Context: an optimization exercise on an open-source flow, tuned for a short achievable clock period and few clock cycles. The choices shown serve that exercise and are no tape-out recipe. At most, simulation tests tie the RTL to the original design; equivalence was not proved. Function not checked in run 1: the RTL went through the layout flow alone. Power is estimated from default activity; no workload was simulated.

<file path="design/flow/config.mk">
export PLATFORM = sky130hd
export DESIGN_NAME = y86
export DESIGN_NICKNAME = y86
export VERILOG_FILES = /design/flow/design.v
export SDC_FILE = /design/flow/constraint.sdc
export NUM_CORES = 8
export LEC_CHECK = 0
export CAP_MARGIN = 20
export CORE_MARGIN = 2
export CORE_UTILIZATION = 35
export PLACE_DENSITY = 0.55
export SLEW_MARGIN = 20
</file>
<file path="design/flow/constraint.sdc">
create_clock -name core_clock -period 12.0 [get_ports {clk}]
set_input_delay 2.4000 -clock core_clock [delete_from_list [all_inputs] [get_ports {clk}]]
set_output_delay 2.4000 -clock core_clock [all_outputs]
set_load 0.01 [all_outputs]
</file>
<file path="design/flow/design.v">
`timescale 1ns / 1ps
module y86 (
    input             clk,
    input             rst,
    output            imem_req,
    output     [63:0] imem_addr,
    input             imem_ready,
    input      [79:0] imem_rdata,
    output            dmem_req,
    output            dmem_we,
    output     [63:0] dmem_addr,
    output     [63:0] dmem_wdata,
    input             dmem_ready,
    input      [63:0] dmem_rdata,
    output            halted,
    output     [1:0]  stat,
    output     [63:0] halt_pc,
    input      [3:0]  dbg_raddr,
    output     [63:0] dbg_rdata
);
    localparam STAT_HLT = 2'd1;
    localparam STAT_INS = 2'd2;
    reg [63:0] pc;           
    reg [63:0] fa;           
    reg [79:0] buf_r;        
    reg [10:0] avh;          
    reg        halt_r;
    reg [1:0]  stat_r;
    reg [63:0] hpc_r;
    reg        zf, sf, of;
    reg [63:0] rf [0:15];
    reg        v1, v2;                   
    reg [1:0]  fun1, fun2;               
    reg        setcc1, setcc2;
    reg        wE1, wE2;
    reg [3:0]  dstE1, dstE2;
    reg [63:0] a1, b1, a2, b2;           
    reg        mv;                       
    reg        m_rd, m_wr, m_ret, m_wM;
    reg [3:0]  m_dstM;
    reg [63:0] m_b, m_off, m_d;          
    wire [63:0] alu1, alu2;
    wire        zf1, sf1, of1, zf2, sf2, of2;
    y86_alu alu_1 (.a(a1), .b(b1), .fun(fun1), .out(alu1), .zf(zf1), .sf(sf1), .of(of1));
    y86_alu alu_2 (.a(a2), .b(b2), .fun(fun2), .out(alu2), .zf(zf2), .sf(sf2), .of(of2));
    wire [63:0] addr;
    y86_add64 addr_add (.a(m_b), .b(m_off), .cin(1'b0), .s(addr));
    wire stall = mv & ~dmem_ready;
    assign dmem_req   = mv;
    assign dmem_we    = m_wr;
    assign dmem_addr  = addr;
    assign dmem_wdata = m_d;
    wire fE1 = v1 & wE1;
    wire fE2 = v2 & wE2;
    wire fM  = mv & m_wM;
    wire weE1 = fE1 & ~stall;
    wire weE2 = fE2 & ~stall;
    wire weM  = fM & ~stall;
    wire c_zf = (v2 & setcc2) ? zf2 : (v1 & setcc1) ? zf1 : zf;
    wire c_sf = (v2 & setcc2) ? sf2 : (v1 & setcc1) ? sf1 : sf;
    wire c_of = (v2 & setcc2) ? of2 : (v1 & setcc1) ? of1 : of;
    wire        redirect = mv & m_ret;
    wire [63:0] base  = redirect ? dmem_rdata : pc;
    wire [63:0] fa_e  = redirect ? dmem_rdata : fa;
    wire [10:0] av    = redirect ? 11'd1 : avh;
    assign imem_req  = ~halt_r;
    assign imem_addr = fa_e;
    wire fetch_ok = imem_ready & ~halt_r & ~stall;
    wire [159:0] win;
    genvar j, k;
    generate
        for (j = 0; j < 20; j = j + 1) begin : wbyte
            wire [7:0] from_buf;
            if (j < 10) begin : inb
                assign from_buf = (|av[10:j+1]) ? buf_r[79 - 8 * j -: 8] : 8'd0;
            end else begin : nob
                assign from_buf = 8'd0;
            end
            wire [7:0] from_mem [0:10];
            for (k = 0; k <= 10; k = k + 1) begin : src
                if (k <= j && j - k < 10) begin : on
                    assign from_mem[k] = av[k] ? imem_rdata[79 - 8 * (j - k) -: 8] : 8'd0;
                end else begin : off
                    assign from_mem[k] = 8'd0;
                end
            end
            assign win[159 - 8 * j -: 8] = from_buf |
                from_mem[0] | from_mem[1] | from_mem[2] | from_mem[3] | from_mem[4] | from_mem[5] |
                from_mem[6] | from_mem[7] | from_mem[8] | from_mem[9] | from_mem[10];
        end
    endgenerate
    wire [3:0]  ic1, fn1, rA1, rB1, ic2, fn2, rA2, rB2;
    wire [63:0] valC1, valC2;
    wire [3:0]  len1, len2;
    wire [3:0]  lh1, lh2;      
    wire        stop1, stop2, valid1;
    y86_dec dec1 (.ins(win[159:80]), .icode(ic1), .ifun(fn1), .rA(rA1), .rB(rB1), .valC(valC1),
                  .len(len1), .lh(lh1), .valid(valid1), .stop(stop1));
    wire [79:0] ins2 = ({80{lh1[0]}} & win[151:72]) | ({80{lh1[1]}} & win[143:64]) |
                       ({80{lh1[2]}} & win[87:8])   | ({80{lh1[3]}} & win[79:0]);
    wire valid2;
    y86_dec dec2 (.ins(ins2), .icode(ic2), .ifun(fn2), .rA(rA2), .rB(rB2), .valC(valC2),
                  .len(len2), .lh(lh2), .valid(valid2), .stop(stop2));
    wire rr1 = (ic1 == 4'h2), ir1 = (ic1 == 4'h3), rm1 = (ic1 == 4'h4), mr1 = (ic1 == 4'h5);
    wire op1 = (ic1 == 4'h6), jx1 = (ic1 == 4'h7), cl1 = (ic1 == 4'h8), rt1 = (ic1 == 4'h9);
    wire ps1 = (ic1 == 4'hA), pp1 = (ic1 == 4'hB);
    wire rr2 = (ic2 == 4'h2), ir2 = (ic2 == 4'h3), rm2 = (ic2 == 4'h4), mr2 = (ic2 == 4'h5);
    wire op2 = (ic2 == 4'h6), jx2 = (ic2 == 4'h7), cl2 = (ic2 == 4'h8), rt2 = (ic2 == 4'h9);
    wire ps2 = (ic2 == 4'hA), pp2 = (ic2 == 4'hB);
    wire stk1 = cl1 | rt1 | ps1 | pp1;
    wire stk2 = cl2 | rt2 | ps2 | pp2;
    wire mem1 = rm1 | mr1 | stk1;
    wire mem2 = rm2 | mr2 | stk2;
    wire cond1 = y86_cond(fn1, c_zf, c_sf, c_of);
    wire cond2 = y86_cond(fn2, c_zf, c_sf, c_of);
    wire [10:0] avge;
    generate
        for (j = 0; j <= 10; j = j + 1) begin : ages
            assign avge[j] = |av[10:j];
        end
    endgenerate
    function integer LEN;
        input integer x;
        begin
            LEN = (x == 0) ? 1 : (x == 1) ? 2 : (x == 2) ? 9 : 10;
        end
    endfunction
    function tge;
        input integer n;
        begin
            tge = (n <= 10) ? (fetch_ok | avge[(n <= 10) ? n : 0]) : (fetch_ok & avge[(n > 10) ? n - 10 : 0]);
        end
    endfunction
    wire have1 = (lh1[0] & tge(1)) | (lh1[1] & tge(2)) | (lh1[2] & tge(9)) | (lh1[3] & tge(10));
    wire [15:0] lh2c;
    generate
        for (j = 0; j < 4; j = j + 1) begin : l2c
            wire [3:0] c = win[159 - 8 * LEN(j) -: 4];
            wire nr = (c == 4'h2) | (c == 4'h3) | (c == 4'h4) | (c == 4'h5) |
                      (c == 4'h6) | (c == 4'hA) | (c == 4'hB);
            wire nv = (c == 4'h3) | (c == 4'h4) | (c == 4'h5) | (c == 4'h7) | (c == 4'h8);
            assign lh2c[4 * j +: 4] = {nr & nv, ~nr & nv, nr & ~nv, ~nr & ~nv};
        end
    endgenerate
    wire [15:0] pair_oh;      
    wire [15:0] pair_have;
    generate
        for (j = 0; j < 4; j = j + 1) begin : pa
            for (k = 0; k < 4; k = k + 1) begin : pb
                assign pair_oh[4 * j + k]   = lh1[j] & lh2c[4 * j + k];
                assign pair_have[4 * j + k] = tge(LEN(j) + LEN(k));
            end
        end
    endgenerate
    wire have2 = |(pair_oh & pair_have);
    wire run   = ~halt_r & ~stall;
    wire any1  = run & (fetch_ok | ~av[0]);
    wire iss1  = any1 & have1 & ~stop1;
    wire take1 = (jx1 & cond1) | cl1;
    wire       wEm1 = op1 | rr1 | ir1 | stk1;
    wire [3:0] dE1  = stk1 ? 4'h4 : rB1;
    wire       wM1  = mr1 | pp1;
    wire       wEm2 = op2 | rr2 | ir2 | stk2;
    wire [3:0] dE2  = stk2 ? 4'h4 : rB2;
    wire       wM2  = mr2 | pp2;
    wire       uA2  = op2 | rr2 | rm2 | ps2;
    wire       uB2  = op2 | rm2 | mr2;
    wire raw = (wEm1 & ((uA2 & dE1 == rA2) | (uB2 & dE1 == rB2) | (stk2 & dE1 == 4'h4))) |
               (wM1  & ((uA2 & rA1 == rA2) | (uB2 & rA1 == rB2) | (stk2 & rA1 == 4'h4)));
    wire waw = (wEm1 & wEm2 & dE1 == dE2) | (wEm1 & wM2 & dE1 == rA2) |
               (wM1 & wEm2 & rA1 == dE2) | (wM1 & wM2 & rA1 == rA2);
    wire ccd = op1 & (rr2 | jx2) & (fn2 != 4'h0);
    wire iss2 = iss1 & ~take1 & ~rt1 & have2 & ~stop2 & ~raw & ~waw & ~ccd & ~(mem1 & mem2);
    wire take2 = (jx2 & cond2) | cl2;
    wire [63:0] inc [0:30];
    generate
        for (j = 0; j <= 30; j = j + 1) begin : incs
            if (j == 0) begin : z
                assign inc[j] = base;
            end else begin : nz
                y86_add64 a_inc (.a(base), .b(j), .cin(1'b0), .s(inc[j]));
            end
        end
    endgenerate
    wire [63:0] fa10;
    y86_add64 a_fa10 (.a(fa_e), .b(64'd10), .cin(1'b0), .s(fa10));
    wire [239:0] winx = {win, 80'd0};
    wire [20:0]  tot_oh = fetch_ok ? {av, 10'd0} : {10'd0, av};
    function [10:0] left_oh;
        input integer c;
        integer t;
        begin
            for (t = 0; t < 10; t = t + 1)
                left_oh[t] = (t + c <= 20) ? tot_oh[(t + c <= 20) ? t + c : 0] : 1'b0;
            left_oh[10] = 1'b0;
            for (t = 10; t <= 20; t = t + 1)
                if (t + c <= 20) left_oh[10] = left_oh[10] | tot_oh[(t + c <= 20) ? t + c : 0];
        end
    endfunction
    wire [63:0] pc_s0 = base;
    wire [63:0] fa_s0 = fetch_ok ? inc[10] : fa_e;
    wire [10:0] av_s0 = left_oh(0);
    wire [79:0] bf_s0 = winx[239 -: 80];
    reg  [63:0] pc_s1, fa_s1, pc_s2, fa_s2;
    reg  [10:0] av_s1, av_s2;
    reg  [79:0] bf_s1, bf_s2;
    integer x, y;
    always @(*) begin
        pc_s1 = 64'd0; fa_s1 = 64'd0; av_s1 = 11'd0; bf_s1 = 80'd0;
        for (x = 0; x < 4; x = x + 1)
            if (lh1[x]) begin
                pc_s1 = inc[LEN(x)];
                fa_s1 = ~fetch_ok ? fa_e : avge[LEN(x)] ? inc[LEN(x) + 10] : fa10;
                av_s1 = left_oh(LEN(x));
                bf_s1 = winx[239 - 8 * LEN(x) -: 80];
            end
        pc_s2 = 64'd0; fa_s2 = 64'd0; av_s2 = 11'd0; bf_s2 = 80'd0;
        for (x = 0; x < 4; x = x + 1)
            for (y = 0; y < 4; y = y + 1)
                if (pair_oh[4 * x + y]) begin
                    pc_s2 = inc[LEN(x) + LEN(y)];
                    fa_s2 = ~fetch_ok ? fa_e :
                            (LEN(x) + LEN(y) < 10 && avge[(LEN(x) + LEN(y) < 10) ? LEN(x) + LEN(y) + 1 : 0]) ?
                            inc[LEN(x) + LEN(y) + 10] : fa10;
                    av_s2 = left_oh(LEN(x) + LEN(y));
                    bf_s2 = winx[239 - 8 * (LEN(x) + LEN(y)) -: 80];
                end
    end
    wire [63:0] ret1 = inc[9];
    wire [63:0] ret2 = ({64{lh1[0]}} & inc[10]) | ({64{lh1[1]}} & inc[11]) |
                       ({64{lh1[2]}} & inc[18]) | ({64{lh1[3]}} & inc[19]);
    function [63:0] fwd;
        input [3:0]  r;
        input [63:0] v;
        begin
            fwd = (fM  && m_dstM == r) ? dmem_rdata :
                  (fE2 && dstE2 == r)  ? alu2 :
                  (fE1 && dstE1 == r)  ? alu1 : v;
        end
    endfunction
    wire [7:0]  rg2_0 = win[159 - 8 * 2 -: 8], rg2_1 = win[159 - 8 * 3 -: 8],
                rg2_2 = win[159 - 8 * 10 -: 8], rg2_3 = win[159 - 8 * 11 -: 8];
    wire [63:0] rfA2 = ({64{lh1[0]}} & rf[rg2_0[7:4]]) | ({64{lh1[1]}} & rf[rg2_1[7:4]]) |
                       ({64{lh1[2]}} & rf[rg2_2[7:4]]) | ({64{lh1[3]}} & rf[rg2_3[7:4]]);
    wire [63:0] rfB2 = ({64{lh1[0]}} & rf[rg2_0[3:0]]) | ({64{lh1[1]}} & rf[rg2_1[3:0]]) |
                       ({64{lh1[2]}} & rf[rg2_2[3:0]]) | ({64{lh1[3]}} & rf[rg2_3[3:0]]);
    wire [63:0] rdA1 = fwd(rA1, rf[rA1]);
    wire [63:0] rdB1 = fwd(rB1, rf[rB1]);
    wire [63:0] rdA2 = fwd(rA2, rfA2);
    wire [63:0] rdB2 = fwd(rB2, rfB2);
    wire [63:0] rdSP = fwd(4'h4, rf[4]);
    wire [63:0] m8 = 64'hffff_ffff_ffff_fff8;
    wire [63:0] a1_n = (op1 | rr1) ? rdA1 : ir1 ? valC1 : (cl1 | ps1) ? m8 : 64'd8;
    wire [63:0] b1_n = (op1 | rm1 | mr1) ? rdB1 : stk1 ? rdSP : 64'd0;
    wire [63:0] a2_n = (op2 | rr2) ? rdA2 : ir2 ? valC2 : (cl2 | ps2) ? m8 : 64'd8;
    wire [63:0] b2_n = (op2 | rm2 | mr2) ? rdB2 : stk2 ? rdSP : 64'd0;
    always @(posedge clk) begin
        if (rst) begin
            pc     <= 64'd0;
            fa     <= 64'd0;
            avh    <= 11'd1;
            halt_r <= 1'b0;
            stat_r <= 2'd0;
            v1     <= 1'b0;
            v2     <= 1'b0;
            mv     <= 1'b0;
            zf     <= 1'b1;
            sf     <= 1'b0;
            of     <= 1'b0;
        end else begin
            if (v2 & setcc2) begin
                zf <= zf2;
                sf <= sf2;
                of <= of2;
            end else if (v1 & setcc1) begin
                zf <= zf1;
                sf <= sf1;
                of <= of1;
            end
            if (!stall) begin
                v1 <= iss1;
                v2 <= iss2;
                mv <= (iss1 & mem1) | (iss2 & mem2);
                if (any1 & stop1) begin
                    halt_r <= 1'b1;
                    stat_r <= valid1 ? STAT_HLT : STAT_INS;
                    hpc_r  <= base;
                end
                if (iss1 & take1) begin
                    pc  <= valC1;
                    fa  <= valC1;
                    avh <= 11'd1;
                end else if (iss1 & rt1) begin
                    avh <= 11'd1;
                end else if (iss2 & take2) begin
                    pc  <= valC2;
                    fa  <= valC2;
                    avh <= 11'd1;
                end else if (iss2 & rt2) begin
                    avh <= 11'd1;
                end else begin
                    pc    <= iss2 ? pc_s2 : iss1 ? pc_s1 : pc_s0;
                    fa    <= iss2 ? fa_s2 : iss1 ? fa_s1 : fa_s0;
                    avh   <= iss2 ? av_s2 : iss1 ? av_s1 : av_s0;
                    buf_r <= iss2 ? bf_s2 : iss1 ? bf_s1 : bf_s0;
                end
            end
        end
        if (!stall) begin
            fun1   <= op1 ? fn1[1:0] : 2'd0;
            setcc1 <= op1;
            wE1    <= op1 | (rr1 & cond1) | ir1 | stk1;
            dstE1  <= dE1;
            a1     <= a1_n;
            b1     <= b1_n;
            fun2   <= op2 ? fn2[1:0] : 2'd0;
            setcc2 <= op2;
            wE2    <= op2 | (rr2 & cond2) | ir2 | stk2;
            dstE2  <= dE2;
            a2     <= a2_n;
            b2     <= b2_n;
            if (mem1) begin
                m_rd   <= mr1 | rt1 | pp1;
                m_wr   <= rm1 | cl1 | ps1;
                m_ret  <= rt1;
                m_wM   <= wM1;
                m_dstM <= rA1;
                m_b    <= b1_n;
                m_off  <= (rm1 | mr1) ? valC1 : (cl1 | ps1) ? m8 : 64'd0;
                m_d    <= cl1 ? ret1 : rdA1;
            end else begin
                m_rd   <= mr2 | rt2 | pp2;
                m_wr   <= rm2 | cl2 | ps2;
                m_ret  <= rt2;
                m_wM   <= wM2;
                m_dstM <= rA2;
                m_b    <= b2_n;
                m_off  <= (rm2 | mr2) ? valC2 : (cl2 | ps2) ? m8 : 64'd0;
                m_d    <= cl2 ? ret2 : rdA2;
            end
        end
    end
    integer i;
    always @(posedge clk) begin
        if (rst) begin
            for (i = 0; i < 16; i = i + 1)
                rf[i] <= 64'd0;
        end else begin
            for (i = 0; i < 16; i = i + 1) begin
                if (weM && m_dstM == i[3:0])
                    rf[i] <= dmem_rdata;
                else if (weE2 && dstE2 == i[3:0])
                    rf[i] <= alu2;
                else if (weE1 && dstE1 == i[3:0])
                    rf[i] <= alu1;
            end
        end
    end
    assign dbg_rdata = rf[dbg_raddr];
    assign halted    = halt_r;
    assign stat      = stat_r;
    assign halt_pc   = hpc_r;
    function y86_cond;
        input [3:0] f;
        input       z, s, o;
        begin
            case (f)
                4'h0: y86_cond = 1'b1;
                4'h1: y86_cond = (s ^ o) | z;
                4'h2: y86_cond = s ^ o;
                4'h3: y86_cond = z;
                4'h4: y86_cond = ~z;
                4'h5: y86_cond = ~(s ^ o);
                4'h6: y86_cond = ~(s ^ o) & ~z;
                default: y86_cond = 1'b0;
            endcase
        end
    endfunction
endmodule
module y86_dec (
    input  [79:0] ins,
    output [3:0]  icode,
    output [3:0]  ifun,
    output [3:0]  rA,
    output [3:0]  rB,
    output [63:0] valC,
    output [3:0]  len,
    output [3:0]  lh,        
    output        valid,
    output        stop       
);
    assign icode = ins[79:76];
    assign ifun  = ins[75:72];
    assign rA    = ins[71:68];
    assign rB    = ins[67:64];
    wire needRegids = (icode == 4'h2) | (icode == 4'h3) | (icode == 4'h4) | (icode == 4'h5) |
                      (icode == 4'h6) | (icode == 4'hA) | (icode == 4'hB);
    wire needValC   = (icode == 4'h3) | (icode == 4'h4) | (icode == 4'h5) | (icode == 4'h7) |
                      (icode == 4'h8);
    assign valC = needRegids ? ins[63:0] : ins[71:8];
    assign lh   = {needRegids & needValC, ~needRegids & needValC,
                   needRegids & ~needValC, ~needRegids & ~needValC};
    assign len  = needRegids ? (needValC ? 4'd10 : 4'd2) : (needValC ? 4'd9 : 4'd1);
    wire ifun_ok = ((icode == 4'h2) | (icode == 4'h7)) ? (ifun <= 4'h6) :
                   (icode == 4'h6) ? (ifun <= 4'h3) : (ifun == 4'h0);
    assign valid = (icode <= 4'hB) & ifun_ok;
    assign stop  = ~valid | (icode == 4'h0);
endmodule
module y86_alu (
    input  [63:0] a,
    input  [63:0] b,
    input  [1:0]  fun,
    output [63:0] out,
    output        zf,
    output        sf,
    output        of
);
    wire        sub = (fun == 2'd1);
    wire [63:0] ax  = a ^ {64{sub}};
    wire [63:0] sum;
    y86_add64 add (.a(b), .b(ax), .cin(sub), .s(sum));
    wire [63:0] lg = fun[0] ? (b ^ a) : (b & a);
    assign out = fun[1] ? lg : sum;
    assign of  = ~fun[1] & (ax[63] == b[63]) & (sum[63] != b[63]);
    wire [63:0] zp = ax ^ b;
    wire [63:0] zk = {ax[62:0] | b[62:0], sub};
    assign zf = fun[1] ? (lg == 64'd0) : (zp == zk);
    assign sf = out[63];
endmodule
module y86_add64 (
    input  [63:0] a,
    input  [63:0] b,
    input         cin,
    output [63:0] s
);
    wire [63:0] p = a ^ b;
    wire [63:0] g0 = a & b;
    wire [63:0] G [0:6];
    wire [63:0] P [0:6];
    assign G[0] = {g0[63:1], g0[0] | (p[0] & cin)};
    assign P[0] = p;
    genvar k, i;
    generate
        for (k = 0; k < 6; k = k + 1) begin : lvl
            for (i = 0; i < 64; i = i + 1) begin : bitk
                if (i >= (1 << k)) begin : comb
                    assign G[k+1][i] = G[k][i] | (P[k][i] & G[k][i - (1 << k)]);
                    assign P[k+1][i] = P[k][i] & P[k][i - (1 << k)];
                end else begin : pass
                    assign G[k+1][i] = G[k][i];
                    assign P[k+1][i] = P[k][i];
                end
            end
        end
    endgenerate
    assign s = p ^ {G[6][62:0], cin};
endmodule
</file>
<file path="design/flow/flow/run.sh">
#!/bin/bash
# Layout: the standard ORFS flow (standard synthesis unchanged), with
# port buffers that resizing may change to any drive strength, timing repair
# that aims for a shorter period than the clock's, and more antenna repair
# passes in routing. All of ORFS's own logs are kept under orfs/logs.
set -euo pipefail
bash standard.sh MATCH_CELL_FOOTPRINT=0 \
  "BUFFER_PORTS_ARGS=-buffer_cell sky130_fd_sc_hd__buf_6" \
  SETUP_SLACK_MARGIN=7 \
  MAX_REPAIR_ANTENNAS_ITER_DRT=10 \
  finish > standard_flow.log 2>&1
</file>
<file path="design/flow/standard.sh">
#!/bin/bash
# synth_recipe.tcl (not shown) runs the flow's synth.tcl, then flattens the netlist and writes it again
# the make line also repeats each setting of config.mk as NAME=value (left out here)
make -C /OpenROAD-flow-scripts/flow DESIGN_CONFIG=/design/flow/config.mk WORK_HOME=/design/flow/orfs CLKGATE_MAP_FILE= SYNTH_SCRIPT=/design/flow/synth_recipe.tcl "${@:-finish}"
</file>
==> results.txt, run 1 <==
* Die Span Y at between 800 and 900 µm
* Dominant cells by area after synthesis: a22oi_1 (12%), dfxtp_1 (9.8%), edfxtp_1 (7.7%)
* Synth area leader: a22oi_1
* Hold_buf cts at 0
* IO buf count at 477
* Root buffer cell: clkbuf_16
* Clock Sinks at 1787
* CTS Buf Count at 275
* Vias in the first global route at 466246
* Largest net degree at the start of global routing at about 140
* GRT Util Overall at 109%
* Synthesized instance count at 35215
* Gr ovfl total at 75022
* Die W at 830 µm
* Num rows at a little over 300
* Status: did not finish
* Top FF cell, synth: dfxtp_1
* # H-tree levels at 5
* First-pass GRT wire length at 5230000 µm
* Number of synthesized register bits at 1787
* Error msg: [ERROR GRT-0116] Global routing finished with congestion. Check the congestion regions in the DRC Viewer.
* Yosys cell types at 112
* Post-place setup slack at between 1.5 and 2 ns
* Register area share after synthesis at 17.6%
* Detailed placer's ending HPWL at 2240000 µm
* Post-synth EDFFs at roughly 620
* Clock Path Buffers at 4
* Ys async rst share at 0%
* Netlist Area Pre-Place at 239000 µm²
* Routability Congestion at 1.35
* Placed insts at 42162
* Post-synth top area share at 12.5%
* Syn_area_per_cell at 6.78 µm²
* IO Count at 478
* Stop stage: global routing
* Initial Util at 35.1%
* Placed Area at around 270000 µm²
* Yosys warns at 34
-- worst min-delay path by stage --
stage | cells after the start | to | slack, ns
2_1_floorplan | 2 | fa[18] | 0.44
3_3_place_gp | 2 | pc[55] | 0.47
3_5_place_dp | 2 | pc[55] | 0.47
4_1_cts | 2 | pc[55] | 0.48
-- power groups by stage --
stage,clock network (mW),registers (mW),logic (mW)
2_1_floorplan,0,7.53,15.6
3_3_place_gp,0,8.62,44.1
3_5_place_dp,0,8.60,44.1
4_1_cts,8.89,8.47,57.4
-- metal layers --
layer	GRT usage, %	GRT overflow
met4	109	11104
met1	102	13258
met3	97.6	8239
met5	88.8	1043
met2	127	41378
-- per-stage QoR --
step                setup TNS, ns  utilization (%)  hold WS [ns]
floorplan                 -145.76                -         0.437
CTS                             0             50.5         0.477
global placement                0             38.8         0.466
detailed placement              0             39.0         0.466
-- cell families after synthesis --
kind of cell	synth area share, %
adders and majority gates	2.40
DFF	17.6
xor gates and xnor gates	4.22
muxes	1.44
AOI/OAI and AO/OA	46.5
and+or+nand+nor	19.0
buffers and inverters	8.83
-- cells in the mapped netlist (all sizes together), types with 732 or more instances --
library cell     n
a22o           828
o21ai         1954
nand3         1074
a211oi         882
a21oi         2625
a22oi         3972
a221oi        1020
nor2          2936
nand2         3675
o211ai        1245
nand4          954
dfxtp         1172
clkbuf        4503
xnor2          964
o221ai         732
-- repair_timing --
action,CTS
setup buffers,2840
endpoints found under the setup margin,2147
gates resized for setup,7921
pin swaps,2262
gates cloned,416
==> run 2, diff against run 1 <==
--- a/design/flow/design.v
+++ b/design/flow/design.v
@@ -172,14 +172,13 @@
     wire ccd = op1 & (rr2 | jx2) & (fn2 != 4'h0);
     wire iss2 = iss1 & ~take1 & ~rt1 & have2 & ~stop2 & ~raw & ~waw & ~ccd & ~(mem1 & mem2);
     wire take2 = (jx2 & cond2) | cl2;
+    wire [63:0] hi_inc;
+    y86_add64 a_hi (.a({5'd0, base[63:5]}), .b(64'd0), .cin(1'b1), .s(hi_inc));
     wire [63:0] inc [0:30];
     generate
         for (j = 0; j <= 30; j = j + 1) begin : incs
-            if (j == 0) begin : z
-                assign inc[j] = base;
-            end else begin : nz
-                y86_add64 a_inc (.a(base), .b(j), .cin(1'b0), .s(inc[j]));
-            end
+            wire [5:0] lo = {1'b0, base[4:0]} + j;
+            assign inc[j] = {lo[5] ? hi_inc[58:0] : base[63:5], lo[4:0]};
         end
     endgenerate
     wire [63:0] fa10;
@@ -238,16 +237,10 @@
                   (fE1 && dstE1 == r)  ? alu1 : v;
         end
     endfunction
-    wire [7:0]  rg2_0 = win[159 - 8 * 2 -: 8], rg2_1 = win[159 - 8 * 3 -: 8],
-                rg2_2 = win[159 - 8 * 10 -: 8], rg2_3 = win[159 - 8 * 11 -: 8];
-    wire [63:0] rfA2 = ({64{lh1[0]}} & rf[rg2_0[7:4]]) | ({64{lh1[1]}} & rf[rg2_1[7:4]]) |
-                       ({64{lh1[2]}} & rf[rg2_2[7:4]]) | ({64{lh1[3]}} & rf[rg2_3[7:4]]);
-    wire [63:0] rfB2 = ({64{lh1[0]}} & rf[rg2_0[3:0]]) | ({64{lh1[1]}} & rf[rg2_1[3:0]]) |
-                       ({64{lh1[2]}} & rf[rg2_2[3:0]]) | ({64{lh1[3]}} & rf[rg2_3[3:0]]);
     wire [63:0] rdA1 = fwd(rA1, rf[rA1]);
     wire [63:0] rdB1 = fwd(rB1, rf[rB1]);
-    wire [63:0] rdA2 = fwd(rA2, rfA2);
-    wire [63:0] rdB2 = fwd(rB2, rfB2);
+    wire [63:0] rdA2 = fwd(rA2, rf[rA2]);
+    wire [63:0] rdB2 = fwd(rB2, rf[rB2]);
     wire [63:0] rdSP = fwd(4'h4, rf[4]);
     wire [63:0] m8 = 64'hffff_ffff_ffff_fff8;
     wire [63:0] a1_n = (op1 | rr1) ? rdA1 : ir1 ? valC1 : (cl1 | ps1) ? m8 : 64'd8;
==> design/flow/flow/run.sh (replaced) <==
#!/bin/bash
# Layout: the standard ORFS flow (standard synthesis unchanged), with
# port buffers that resizing may change to any drive strength, timing repair
# that aims for a shorter period than the clock's, and antenna diodes placed
# with a margin after global routing. ORFS's own logs stay under orfs/logs.
set -euo pipefail
here=$(pwd)
bash standard.sh MATCH_CELL_FOOTPRINT=0 \
  "BUFFER_PORTS_ARGS=-buffer_cell sky130_fd_sc_hd__buf_6" \
  SETUP_SLACK_MARGIN=5 \
  POST_GLOBAL_ROUTE_TCL=$here/flow/antenna.tcl \
  MAX_REPAIR_ANTENNAS_ITER_DRT=10 \
  finish > standard_flow.log 2>&1
==> design/flow/flow/antenna.tcl (new file) <==
# After global routing: insert antenna diodes with a wide margin on the
# global routes, so that detailed routing leaves no antenna violation to fix
# by routing again.
repair_antennas -ratio_margin 50 -iterations 5
check_placement
--- a/design/flow/config.mk
+++ b/design/flow/config.mk
@@ -7,6 +7,6 @@
 export LEC_CHECK = 0
 export CAP_MARGIN = 20
 export CORE_MARGIN = 2
-export CORE_UTILIZATION = 35
-export PLACE_DENSITY = 0.55
+export CORE_UTILIZATION = 30
+export PLACE_DENSITY = 0.5
 export SLEW_MARGIN = 20
==> results.txt, run 2 <==
* Top FF cell, synth: dfxtp_1 (unchanged)
* Register area share after synthesis at 20.8% (was 17.6%)
* Synth area leader: dfxtp_1 (was a22oi_1)
* Clock Sinks at 1787 (unchanged)
* Gr ovfl total at 501
* First-pass GRT wire length at 3700000 µm
* Die W at 823 µm (was 830 µm)
* Error msg: [ERROR GRT-0116] Global routing finished with congestion. Check the congestion regions in the DRC Viewer. (unchanged)
* Synthesized instance count at 29247 (was 35215)
* IO buf count at 477 (unchanged)
* Netlist Area Pre-Place at 201000 µm² (was 239000 µm²)
* Root buffer cell: clkbuf_16 (unchanged)
* Most instantiated cells after synthesis: nand2_1 (3302), nor2_1 (2980), clkbuf_1 (2872), a21oi_1 (2637), a22oi_1 (2025) (was clkbuf_1 (4502), a22oi_1 (3972), nand2_1 (3674), nor2_1 (2934), a21oi_1 (2625))
* Placed insts at 37141 (was 42162)
* Post-synth top area share at 11.7% (was 12.5%)
* Vias in the first global route at ~320k
* Detailed placer's ending HPWL at 1840000 µm (was 2240000 µm)
* Initial Util at 30.1% (was 35.1%)
* Clock Path Buffers at 4 (unchanged)
* # H-tree levels at 5 (unchanged)
* Status: did not finish (unchanged)
* Largest net degree at the start of global routing at 157
* Syn_area_per_cell at 6.88 µm² (was 6.78 µm²)
* Number of synthesized register bits at 1787 (unchanged)
* Dominant cells by area after synthesis: dfxtp_1 (12%), edfxtp_1 (9.2%), a22oi_1 (7.6%) (was a22oi_1 (12%), dfxtp_1 (9.8%), edfxtp_1 (7.7%))
* Cell with the most instances after synthesis: nand2_1 (was clkbuf_1)
* Ys async rst share at 0% (unchanged)
* Placed Area at 227000 µm² (was 265000 µm²)
* CTS Buf Count at 267 (was 275)
* Die Span Y at 823 µm (was 830 µm)
* Routability Congestion at 1.22 (was 1.35)
* GRT Util Overall at 80.5%
* Post-synth EDFFs at 615 (unchanged)
* Yosys cell types at 122 (was 112)
* Yosys warns at 3 (was 34)
* Num rows at 300 (was 303)
* IO Count at 478 (unchanged)
* Stop stage: global routing (unchanged)
-- run 2: cell count changes after synthesis, sizes merged, moves of 108 or more --
cell / previous run / this run
a22o: 828 / 385
nand2: 3675 / 3306
a221oi: 1020 / 543
a22oi: 3972 / 2027
nor3: 671 / 779
nand4: 954 / 484
nand3: 1074 / 680
a211oi: 882 / 1075
o221ai: 732 / 349
clkbuf: 4503 / 2872
-- run 2: worst max-delay path by stage --
stage | startpoint | endpoint | slack, ns | cells past startpoint
floorplan | dmem_ready | buf_r[0] | -2.96 | 20
global placement | fun2[1] | fa[21] | 1.35 | 21
detailed placement | imem_rdata[79] | m_d[41] | 2.08 | 18
CTS | m_b[15] | dmem_addr[63] | 3.82 | 20
-- run 2: logic make-up after synthesis --
group | after synthesis | synth area share, %
adder cells (fa/ha/maj) | 454 | 2.84
XOR/XNOR | 1000 | 4.35
multiplexers | 397 | 2.04
AND/OR/NAND/NOR | 9094 | 19.8
AO/OA/AOI/OAI | 12539 | 42.4
buffers and inverters | 3976 | 7.67
flip-flops | 1787 | 20.8
-- run 2: metrics by stage --
step	utilization, %	setup WS (ns)
2_1_floorplan	-	-2.96
3_3_place_gp	33.8	1.35
3_5_place_dp	33.9	2.08
4_1_cts	36.3	3.82
-- run 2: per-layer routing --
| layer | GRT usage [%] | GRT overflow |
|---|---|---|
| met5 | 43.6 | 5 |
| met4 | 75.3 | 205 |
| met3 | 69.5 | 28 |
| met2 | 91.0 | 241 |
| met1 | 83.7 | 22 |
-- run 2: power by group through the flow --
stage                     sequential, mW  clock (mW)  combinational [mW]
after detailed placement            8.16           0                33.6
after CTS                           8.05        8.92                35.0
after global placement              8.18           0                33.7
after floorplan                     7.33           0                12.2
-- run 2: repair_timing --
item / CTS
gates cloned: 49
gates resized for setup: 806
setup buffers: 289
hold endpoints to repair: 0
hold buffers: 0
pin swaps: 172
endpoints found under the setup margin: 921
Testbench counts of run 2, summed over its fixed seeds: cycles 19,689.
==> run 3, diff against run 2 <==
--- a/design/flow/design.v
+++ b/design/flow/design.v
@@ -21,9 +21,7 @@
     localparam STAT_HLT = 2'd1;
     localparam STAT_INS = 2'd2;
     reg [63:0] pc;           
-    reg [63:0] fa;           
-    reg [79:0] buf_r;        
-    reg [10:0] avh;          
+    wire [79:0] buf_r = 80'd0;
     reg        halt_r;
     reg [1:0]  stat_r;
     reg [63:0] hpc_r;
@@ -61,8 +59,8 @@
     wire c_of = (v2 & setcc2) ? of2 : (v1 & setcc1) ? of1 : of;
     wire        redirect = mv & m_ret;
     wire [63:0] base  = redirect ? dmem_rdata : pc;
-    wire [63:0] fa_e  = redirect ? dmem_rdata : fa;
-    wire [10:0] av    = redirect ? 11'd1 : avh;
+    wire [63:0] fa_e  = base;
+    wire [10:0] av    = 11'd1;
     assign imem_req  = ~halt_r;
     assign imem_addr = fa_e;
     wire fetch_ok = imem_ready & ~halt_r & ~stall;
@@ -237,10 +235,21 @@
                   (fE1 && dstE1 == r)  ? alu1 : v;
         end
     endfunction
-    wire [63:0] rdA1 = fwd(rA1, rf[rA1]);
-    wire [63:0] rdB1 = fwd(rB1, rf[rB1]);
-    wire [63:0] rdA2 = fwd(rA2, rf[rA2]);
-    wire [63:0] rdB2 = fwd(rB2, rf[rB2]);
+    wire [1023:0] rf_all;
+    generate
+        for (j = 0; j < 16; j = j + 1) begin : rfa
+            assign rf_all[64 * j +: 64] = rf[j];
+        end
+    endgenerate
+    wire [63:0] rfA1, rfB1, rfA2, rfB2;
+    y86_rdmux rd_a1 (.regs(rf_all), .sel(rA1), .out(rfA1));
+    y86_rdmux rd_b1 (.regs(rf_all), .sel(rB1), .out(rfB1));
+    y86_rdmux rd_a2 (.regs(rf_all), .sel(rA2), .out(rfA2));
+    y86_rdmux rd_b2 (.regs(rf_all), .sel(rB2), .out(rfB2));
+    wire [63:0] rdA1 = fwd(rA1, rfA1);
+    wire [63:0] rdB1 = fwd(rB1, rfB1);
+    wire [63:0] rdA2 = fwd(rA2, rfA2);
+    wire [63:0] rdB2 = fwd(rB2, rfB2);
     wire [63:0] rdSP = fwd(4'h4, rf[4]);
     wire [63:0] m8 = 64'hffff_ffff_ffff_fff8;
     wire [63:0] a1_n = (op1 | rr1) ? rdA1 : ir1 ? valC1 : (cl1 | ps1) ? m8 : 64'd8;
@@ -250,8 +259,6 @@
     always @(posedge clk) begin
         if (rst) begin
             pc     <= 64'd0;
-            fa     <= 64'd0;
-            avh    <= 11'd1;
             halt_r <= 1'b0;
             stat_r <= 2'd0;
             v1     <= 1'b0;
@@ -281,21 +288,12 @@
                 end
                 if (iss1 & take1) begin
                     pc  <= valC1;
-                    fa  <= valC1;
-                    avh <= 11'd1;
                 end else if (iss1 & rt1) begin
-                    avh <= 11'd1;
                 end else if (iss2 & take2) begin
                     pc  <= valC2;
-                    fa  <= valC2;
-                    avh <= 11'd1;
                 end else if (iss2 & rt2) begin
-                    avh <= 11'd1;
                 end else begin
                     pc    <= iss2 ? pc_s2 : iss1 ? pc_s1 : pc_s0;
-                    fa    <= iss2 ? fa_s2 : iss1 ? fa_s1 : fa_s0;
-                    avh   <= iss2 ? av_s2 : iss1 ? av_s1 : av_s0;
-                    buf_r <= iss2 ? bf_s2 : iss1 ? bf_s1 : bf_s0;
                 end
             end
         end
@@ -349,7 +347,7 @@
             end
         end
     end
-    assign dbg_rdata = rf[dbg_raddr];
+    y86_rdmux rd_dbg (.regs(rf_all), .sel(dbg_raddr), .out(dbg_rdata));
     assign halted    = halt_r;
     assign stat      = stat_r;
     assign halt_pc   = hpc_r;
@@ -448,3 +446,10 @@
     endgenerate
     assign s = p ^ {G[6][62:0], cin};
 endmodule
+module y86_rdmux (
+    input  [1023:0] regs,
+    input  [3:0]    sel,
+    output [63:0]   out
+);
+    assign out = regs[64 * sel +: 64];
+endmodule
--- a/design/flow/config.mk
+++ b/design/flow/config.mk
@@ -8,5 +8,6 @@
 export CAP_MARGIN = 20
 export CORE_MARGIN = 2
 export CORE_UTILIZATION = 30
-export PLACE_DENSITY = 0.5
+export PLACE_DENSITY = 0.45
 export SLEW_MARGIN = 20
+export SYNTH_HIERARCHICAL = 1
==> results.txt, run 3 <==
* Clock slew at reported path FFs at 0.06 ns
* Final setup fails at 0
* Final instance area at about 200000 µm²
* Commonest non-fill, non-tap cell in the layout: nor2_1
* Peak supply drop at ~0.13 mV
* Critical path arrival at 8.21 ns
* Detailed placer's ending HPWL at 840000 µm (was 1840000 µm)
* # H-tree levels at 4 (was 5)
* Lkg Pwr at about 75 nW
* Worst hold path class: flop to flop
* # Post-CTS Setup Buffers at 66 (was 289)
* Fin crit share at between 60% and 70%
* Yosys warns at 9 (was 3)
* Root buffer cell: clkbuf_16 (unchanged)
* P&R area growth vs syn at 14.3%
* Num rows at 280 (was 300)
* TritonCTS clock tree: done
* Drt total wl at 1260000 µm
* Gr ovfl total at 0
* Max_cap viols at 4
* Biggest register: rf
* Nature of the critical path endpoint: flop
* TNS Setup at 0 ns
* Share of cells above drive strength 1 at 18.6%
* Worst-Margin Slew at 2.10 ns
* Post-DR wirelength/cell at 44.4 µm
* Crit-path max FO at 24
* Core Region at 581000 µm²
* Syn_area_per_cell at 8.23 µm² (was 6.88 µm²)
* Relative slew slack at -43.7%
* Netlist Area Pre-Place at 175000 µm² (was 201000 µm²)
* Clock latency at the later pin of the worst-skew pair at 1.09 ns
* Initial antenna violation count at 184
* Tot Pwr at 20.2 mW
* Routability Congestion at 1.07 (was 1.22)
* CP startpoint kind: primary input
* CTS Buf Count at 229 (was 267)
* Failing Checks: capacitance limit, slew limit
* DRC at 0
* Fin crit period at between 7 and 8 ns
* Commonest cells after routing, fill and taps aside: nor2_1 (2959), a21oi_1 (2467), nand2_1 (1710)
* Largest net degree at the start of global routing at between 150 and 200
* CP Class: primary input to flop
* First-pass GRT wire length at 1650000 µm
* Initial Util at 30.1% (about the same)
* P per Cell Area at 101 nW/µm²
* Vias in the first global route at 177307
* Die Span Y at 767 µm (was 823 µm)
* Via count at 200322
* WP data required at around 13 ns
* Largest register FFs at 1024
* Clock skew at ~0.12 ns
* Die W at 767 µm (was 823 µm)
* Placed Area at 187000 µm² (was 227000 µm²)
* DIE AREA at 588000 µm²
* Clock Path Buffers at 4 (unchanged)
* Fmax at 0.136 GHz
* Final Max Tran Viols at 12
* Status: failed layout checks (was did not finish)
* IO buf count at 477 (unchanged)
* DR pass1 iterations at 10
* GRT Util Overall at roughly 40%
* Remaining antenna violation count at 0
* Hold_buf cts at 0 (unchanged)
* Clock Sinks at 1632 (was 1787)
* IO Count at 478 (unchanged)
* Routed vias/inst at 7.02
* Synthesized instance count at 21220 (was 29247)
* DR iter-0 viols at 41660
* Final Hold Viols at 0
* Resize count post-CTS at 231 (was 806)
* Fin nets at 20969
-- run 3: layout make-up --
class,instances,area [µm²]
diodes,260,651
clock buffers,312,6400
clock inverters,115,1420
fillers,60910,381000
inverters,439,1680
multi-input cells,16672,128000
flip-flops and latches,1632,38000
well taps,7755,9700
repair buffers,1332,13600
-- run 3: worst max-delay path, cell delays in order --
cell      delay, ns
buf_6          0.22
nor2b_1        0.10
a211oi_1       0.37
a21oi_4        0.13
nor2_4         0.36
buf_6          0.40
a22o_2         0.46
buf_4          0.42
and2_4         0.53
buf_4          0.39
a22oi_1        0.11
nand2_1        0.23
mux2i_1        0.12
a211oi_1       0.88
a21oi_1        0.39
nand2_1        0.29
a21oi_1        0.10
a21oi_1        0.15
-- run 3: where the power goes --
part           internal [mW]  total, mW  leakage (nW)  switching [mW]
Clock                   4.30       7.66          3.82            3.35
Combinational           1.75       6.38          56.4            4.63
Sequential              5.87       6.17          15.0           0.303
-- run 3: stage by stage --
step	hold WS (ns)	cells	utilization [%]	setup slack, ns
2_1_floorplan	0.424	21288	-	1.87
3_3_place_gp	0.445	27635	32.2	2.83
3_5_place_dp	0.442	27641	32.2	2.72
4_1_cts	0.450	28160	33.9	4.92
6_report	0.454	28517	34.4	4.65
-- run 3: final timing paths --
path	start	slack [ns]	depth (start not counted)	end
worst max register to register	fun2[1]	4.93	24	m_d[54]
worst min-delay path	pc[56]	0.45	2	pc[56]
worst max-delay path	imem_rdata[77]	4.65	18	m_d[14]
worst min register to register	pc[56]	0.45	2	pc[56]
-- run 3: per-layer routing --
layer  global-route usage (%)  vias to the layer above  part of all wire (%)
met5                    0.576                        -                  0.17
met4                     28.2                      148                   8.5
met3                     16.5                     4489                    15
met2                     55.5                    18262                    39
met1                     51.0                    99112                    37
li1                         -                    78311                     -
Testbench counts of run 3, summed over its fixed seeds: cycles 21,692.
==> run 4, diff against run 3 <==
==> design/flow/flow/run.sh (replaced) <==
#!/bin/bash
# Layout: the standard ORFS flow (standard synthesis unchanged), with
# port buffers that resizing may change to any drive strength, timing repair
# that aims for a shorter period than the clock's, and, after global routing,
# a slew and capacitance repair and antenna diodes placed with a margin
# (flow/antenna.tcl). ORFS's own logs stay under orfs/logs.
set -euo pipefail
here=$(pwd)
bash standard.sh MATCH_CELL_FOOTPRINT=0 \
  "BUFFER_PORTS_ARGS=-buffer_cell sky130_fd_sc_hd__buf_6" \
  SETUP_SLACK_MARGIN=5 \
  POST_GLOBAL_ROUTE_TCL=$here/flow/antenna.tcl \
  MAX_REPAIR_ANTENNAS_ITER_DRT=10 \
  finish > standard_flow.log 2>&1
==> design/flow/flow/antenna.tcl (replaced) <==
# After global routing and its timing repair: fix the max slew and max
# capacitance that timing repair may have left (on the global routes, with
# a wide margin), then insert antenna diodes with a wide margin, so that
# detailed routing leaves no antenna violation to fix by routing again.
estimate_parasitics -global_routing
global_route -start_incremental
repair_design -slew_margin 40 -cap_margin 40
detailed_placement
global_route -end_incremental
estimate_parasitics -global_routing
repair_antennas -ratio_margin 50 -iterations 5
check_placement
==> results.txt, run 4 <==
* Commonest cells after routing, fill and taps aside: nor2_1 (2958), a21oi_1 (2457), nand2_1 (1709) (was nor2_1 (2959), a21oi_1 (2467), nand2_1 (1710))
* Fin crit period at 7.33 ns (was 7.35 ns)
* Met3 wire length at 195000 µm (was 192000 µm)
* Clock Path Buffers at 4 (unchanged)
* GRT Util Overall at 40.4% (unchanged)
* Hold_buf cts at 0 (unchanged)
* TritonCTS clock tree: done (unchanged)
* Nature of the critical path endpoint: flop (unchanged)
* Resize count post-CTS at 231 (unchanged)
* Clock slew at reported path FFs at 0.07 ns (was 0.06 ns)
* Biggest register: rf (unchanged)
* # H-tree levels at 4 (unchanged)
* Clock Sinks at 1632 (unchanged)
* CP Class: primary input to flop (unchanged)
* Critical path arrival at 8.20 ns (was 8.21 ns)
* Logic pwr share at 31.9% (was 31.6%)
* Max_cap viols at 0 (was 4)
* Die W at 767 µm (unchanged)
* Core Region at 581000 µm² (unchanged)
* Switching power at 8.30 mW (was 8.28 mW)
* Worst-Margin Slew at 1.42 ns (was 2.10 ns)
* Final Hold Viols at 0 (unchanged)
* # Post-CTS Setup Buffers at 66 (unchanged)
* Fin crit share at 61.1% (was 61.2%)
* Sequential share of power at 30.4% (was 30.5%)
* Utilization after layout at 34.7% (was 34.4%)
* Vias in the first global route at 177307 (unchanged)
* Commonest non-fill, non-tap cell in the layout: nor2_1 (unchanged)
* Gr ovfl total at 0 (unchanged)
* Clock latency at the later pin of the worst-skew pair at 1.09 ns (about the same)
* CP cell instances: buf_6 > nor2b_1 > a211oi_1 > a21oi_4 > nor2_4 > buf_6 > a22o_2 > buf_4 > and2_4 > buf_4 > a22oi_1 > nand2_1 > mux2i_1 > a211oi_1 > a21oi_1 > nand2_1 > a21oi_1 > a21oi_1 (unchanged)
* Num rows at 280 (unchanged)
* Clock skew at 0.122 ns (was 0.116 ns)
* Drt total wl at 1270000 µm (was 1260000 µm)
* Detailed placer's ending HPWL at 840000 µm (unchanged)
* Max incr delay on CP at 0.92 ns (was 0.88 ns)
* Status: no timing/DRC/antenna violations (was failed layout checks)
* P&R area growth vs syn at 15.5% (was 14.3%)
* P per Cell Area at 101 nW/µm² (about the same)
* IO buf count at 477 (unchanged)
* Critical Path Slowest Stage Cell: a211oi_1 (unchanged)
* DRC at 0 (unchanged)
* Final Max Tran Viols at 0 (was 12)
* CP startpoint kind: primary input (unchanged)
* Synthesized instance count at 21220 (unchanged)
* Relative slew slack at 4.36% (was -43.7%)
* Routed vias/inst at 7.01 (was 7.02)
* Peak supply drop at 0.134 mV (about the same)
* Lkg Pwr at 76.0 nW (was 75.2 nW)
* Clock Power Share at 37.7% (was 37.9%)
* TNS Setup at 0 ns (unchanged)
* Initial antenna violation count at 184 (unchanged)
* Post-DR wirelength/cell at 44.2 µm (was 44.4 µm)
* Fin nets at 21041 (was 20969)
* Largest net degree at the start of global routing at 152 (unchanged)
* Initial Util at 30.1% (unchanged)
* M1 WL at 463000 µm (was 466000 µm)
* Syn_area_per_cell at 8.23 µm² (unchanged)
* Via count at 200600 (was 200322)
* Worst path most repeated cell: a21oi_1 (unchanged)
* Worst hold path class: flop to flop (unchanged)
* Largest register FFs at 1024 (unchanged)
* Crit-path max FO at 24 (unchanged)
* IO Count at 478 (unchanged)
* DR pass1 iterations at 9 (was 10)
* CTS Buf Count at 229 (unchanged)
* Fmax at 0.136 GHz (about the same)
* Switch share at 40.9% (was 41.0%)
* Highest Signal Layer: met5 (unchanged)
* Share of cells above drive strength 1 at 19.1% (was 18.6%)
* Met2 routed WL at 497000 µm (about the same)
* WP data required at 12.87 ns (about the same)
* Root buffer cell: clkbuf_16 (unchanged)
* Yosys warns at 9 (unchanged)
* Die Span Y at 767 µm (unchanged)
* Final setup fails at 0 (unchanged)
* First-pass GRT wire length at 1650000 µm (unchanged)
* Netlist Area Pre-Place at 175000 µm² (unchanged)
* DIE AREA at 588000 µm² (unchanged)
* DR iter-0 viols at 42192 (was 41660)
* Remaining antenna violation count at 0 (unchanged)
* Routability Congestion at 1.07 (unchanged)
* Int Power at 12.0 mW (was 11.9 mW)
run 4: changes by cell type in the layout (fill, tap and decap cells not counted), moves of 10 or more:
cell     change
a21oi_1     -10
buf_8       +33
mux2i_2     +11
buf_4       -65
buf_12      +11
mux2i_1     -15
diode_2     +14
buf_16      +19
buf_6       +67
run 4: metrics by stage:
stage	instance area, µm²	hold WS, ns	worst slack (ns)	power (mW)	std cells
after floorplan	175000	0.424	1.87	9.09	21288
after CTS	197000	0.450	4.92	19.7	28160
after detailed placement	187000	0.442	2.72	12.0	27641
final	202000	0.459	4.67	20.3	28603
after global placement	187000	0.445	2.83	12.0	27635
run 4: cell type report:
class / instances / area (µm²)
Clock inverter: 115 / 1420
Clock buffer: 312 / 6400
Antenna cell: 274 / 686
Timing Repair Buffer: 1404 / 15200
Tap cell: 7755 / 9700
Inverter: 439 / 1680
Sequential cell: 1632 / 38000
Multi-Input combinational cell: 16672 / 129000
Fill cell: 60749 / 379000
run 4: power by group through the flow:
stage / clock network, mW / registers [mW] / logic, mW
after floorplan: 0 / 6.06 / 3.03
after global placement: 0 / 6.26 / 5.79
after detailed placement: 0 / 6.25 / 5.79
after CTS: 7.63 / 6.14 / 5.93
final: 7.65 / 6.16 / 6.48
run 4: worst max-delay path, delay by kind of cell:
kind / cells / cell delay, ns
mux: 1 / 0.11
buf+inv: 4 / 1.41
compound gates: 8 / 2.62
simple gates: 5 / 1.49
run 4: path summary, 6_finish.rpt:
kind	cells after the start	startpoint	slack [ns]	endpoint
max	18	imem_rdata[77]	4.67	m_d[14]
min	2	pc[33]	0.46	pc[33]
max reg2reg	24	fun2[1]	4.94	m_d[54]
min reg2reg	2	pc[33]	0.46	pc[33]
run 4: metal layers:
metal,up-vias,global-route usage [%]
li1,78541,-
met1,99357,51.0
met2,18151,55.5
met3,4423,16.5
met4,128,28.2
met5,-,0.576
==> run 5, diff against run 4 <==
--- a/design/flow/flow/run.sh
+++ b/design/flow/flow/run.sh
@@ -8,7 +8,7 @@
 here=$(pwd)
 bash standard.sh MATCH_CELL_FOOTPRINT=0 \
   "BUFFER_PORTS_ARGS=-buffer_cell sky130_fd_sc_hd__buf_6" \
-  SETUP_SLACK_MARGIN=5 \
+  SETUP_SLACK_MARGIN=7 \
   POST_GLOBAL_ROUTE_TCL=$here/flow/antenna.tcl \
   MAX_REPAIR_ANTENNAS_ITER_DRT=10 \
   finish > standard_flow.log 2>&1
==> results.txt, run 5 <==
* Status: no timing/DRC/antenna violations (unchanged)
* Worst-Margin Slew at 1.20 ns (was 1.42 ns)
* Peak supply drop at 0.157 mV (was 0.134 mV)
* Syn_area_per_cell at 8.23 µm² (unchanged)
* Detailed placer's ending HPWL at 853000 µm (was 840000 µm)
* Post-DR wirelength/cell at 48.9 µm (was 44.2 µm)
* Biggest register: rf (unchanged)
* Drt total wl at 1510000 µm (was 1270000 µm)
* Clock latency at the later pin of the worst-skew pair at 1.13 ns (was 1.09 ns)
* Via count at 225572 (was 200600)
* Worst hold path class: flop to flop (unchanged)
* Fmax at 0.140 GHz (was 0.136 GHz)
* WP data required at 9.60 ns (was 12.87 ns)
* IO buf count at 477 (unchanged)
* Hold Crit Start: pc[36] (was pc[33])
* Initial Util at 30.1% (unchanged)
* Fin nets at 23247 (was 21041)
* First-pass GRT wire length at 1900000 µm (was 1650000 µm)
* Commonest cells after routing, fill and taps aside: nor2_1 (2736), a21oi_1 (2008), nand2_1 (1500) (was nor2_1 (2958), a21oi_1 (2457), nand2_1 (1709))
* DRC at 0 (unchanged)
* Final Max Tran Viols at 0 (unchanged)
* Core Region at 581000 µm² (unchanged)
* Commonest non-fill, non-tap cell in the layout: nor2_1 (unchanged)
* Clock Power Share at 32.8% (was 37.7%)
* Clock Sinks at 1632 (unchanged)
* Logic pwr share at 41.0% (was 31.9%)
* Routed vias/inst at 7.30 (was 7.01)
* Post-place setup slack at 2.19 ns (was 2.72 ns)
* Setup ws final at 4.87 ns (was 4.67 ns)
* Largest net degree at the start of global routing at 187 (was 152)
* Utilization after layout at 43.4% (was 34.7%)
* DIE AREA at 588000 µm² (unchanged)
* Num rows at 280 (unchanged)
* Int Power at 13.6 mW (was 12.0 mW)
* Relative slew slack at 19.9% (was 4.36%)
* Gr ovfl total at 0 (unchanged)
* Switching power at 10.0 mW (was 8.30 mW)
* Yosys warns at 9 (unchanged)
* DR iter-0 viols at 48434 (was 42192)
* # Post-CTS Setup Buffers at 1372 (was 66)
* Lkg Pwr at 94.3 nW (was 76.0 nW)
* Vias in the first global route at 192922 (was 177307)
* R2r setup slk at 5.15 ns (was 4.94 ns)
* Reg-to-Reg End: pc[45] (was m_d[54])
* Synthesized instance count at 21220 (unchanged)
* Initial antenna violation count at 138 (was 184)
* Clock slew at reported path FFs at 0.07 ns (about the same)
* Die Span Y at 767 µm (unchanged)
* Storage element area at 38000 µm² (unchanged)
* Die W at 767 µm (unchanged)
* Resize count post-CTS at 4134 (was 231)
* CP Class: flop to primary output (was primary input to flop)
* Final Non-Filler Cells at 30883 (was 28603)
* Crit-path max FO at 5 (was 24)
* Root buffer cell: clkbuf_16 (unchanged)
* TNS Setup at 0 ns (unchanged)
* # H-tree levels at 4 (unchanged)
* TritonCTS clock tree: done (unchanged)
* GRT Util Overall at 47.6% (was 40.4%)
* CTS Buf Count at 232 (was 229)
* Tot Pwr at 23.6 mW (was 20.3 mW)
* IO Count at 478 (unchanged)
* Final Hold Viols at 0 (unchanged)
* Hold depth at 2 (unchanged)
* Clock skew at 0.127 ns (was 0.122 ns)
* Critical path arrival at 4.73 ns (was 8.20 ns)
* R2R depth at 30 (was 24)
* Switch share at 42.4% (was 40.9%)
* Remaining antenna violation count at 0 (unchanged)
* Fin crit share at 59.4% (was 61.1%)
* Hold_buf cts at 0 (unchanged)
* DR pass1 iterations at 13 (was 9)
* P&R area growth vs syn at 44.5% (was 15.5%)
* CP startpoint kind: flop (was primary input)
* P per Cell Area at 93.5 nW/µm² (was 101 nW/µm²)
* Placed insts at 27651 (was 27641)
* R2R Path Start: fun2[1] (unchanged)
* Area of the multi-input gates at 147000 µm² (was 129000 µm²)
* Fin crit period at 7.13 ns (was 7.33 ns)
* Share of cells above drive strength 1 at 38.2% (was 19.1%)
* Max_cap viols at 0 (unchanged)
* Clock Path Buffers at 4 (unchanged)
* Netlist Area Pre-Place at 175000 µm² (unchanged)
* Sequential share of power at 26.2% (was 30.4%)
* Nature of the critical path endpoint: primary output (was flop)
* Final setup fails at 0 (unchanged)
* WHS Endpoint: pc[36] (was pc[33])
* Routability Congestion at 1.05 (was 1.07)
* Largest register FFs at 1024 (unchanged)
* FILL cells at 56524 (was 60749)
## run 5: power groups by stage
stage	logic, mW	registers [mW]	clock network, mW
6_report	9.67	6.18	7.75
4_1_cts	8.22	6.16	7.62
3_5_place_dp	5.91	6.26	0
3_3_place_gp	5.91	6.27	0
2_1_floorplan	3.08	6.06	0
## run 5: final cells by class
cell class | count | area share, %
timing repair buffer | 3568 | 18.8
tap | 7755 | 3.85
antenna | 352 | 0.349
sequential | 1632 | 15.1
clock buffer | 310 | 2.60
inverter | 439 | 0.732
clock inverter | 116 | 0.507
multi-input combinational | 16711 | 58.1
## run 5: how the worst max path moves through the flow
stage,end,cells after the start,start
floorplan,a1[0],3,dmem_ready
global placement,pc[29],25,fun2[1]
detailed placement,pc[59],26,fun2[1]
CTS,dmem_addr[62],13,m_off[0]
finish,dmem_addr[57],11,m_b[31]
## run 5: routing by layer
layer | track usage [%] | up-vias | share of wire (%)
li1 | - | 83218 | -
met4 | 39.9 | 218 | 11
met3 | 27.1 | 7346 | 18
met5 | 4.68 | - | 0.41
met2 | 61.2 | 23894 | 37
met1 | 55.7 | 110896 | 34
## run 5: through the flow
step                cell area, µm²  hold WS, ns
floorplan                   176000        0.424
global placement            188000        0.441
detailed placement          188000        0.443
CTS                         233000        0.463
finish                      252000        0.466
## run 5: critical path, stage by stage (launching register included)
cell	delay, ns
edfxtp_1	0.88
ha_2	0.48
inv_1	0.13
o21bai_1	0.09
a21oi_1	0.49
o21bai_1	0.16
a21oi_1	0.22
o21ai_0	0.22
o211ai_1	0.40
a21oi_1	0.14
nor3b_2	0.33
buf_6	0.16

## separate check: timing with driven ports
The results above use ideal ports. As a check the final layouts listed here were re-extracted and re-timed, cells and wires unchanged.
Step 1 assumes that a clkbuf_16 drives the clock port and a buf_2 every other input.
Step 2, shift: input delay + t, output delay - t, t = (earliest + latest rising clock arrival at the registers) / 2. This alone moves slack from input paths to output paths.
Three values: ideal, step 1, step 2; two values: the first two.
| run | shift t [ns] | setup WS [ns] | worst slew at a driven data input, ns |
|---|---|---|---|
| run 3 | 1.166 | 4.653 / 4.601 / 3.584 | 0.44 |
| run 4 | 1.170 | 4.669 / 4.581 / 3.595 | 0.45 |
| run 5 | 1.205 | 4.875 / 4.461 / 4.300 | 0.96 |
For run 4, which loses most, drivers alone change the setup slack by -0.088 ns; drivers and shift together by -1.074 ns.
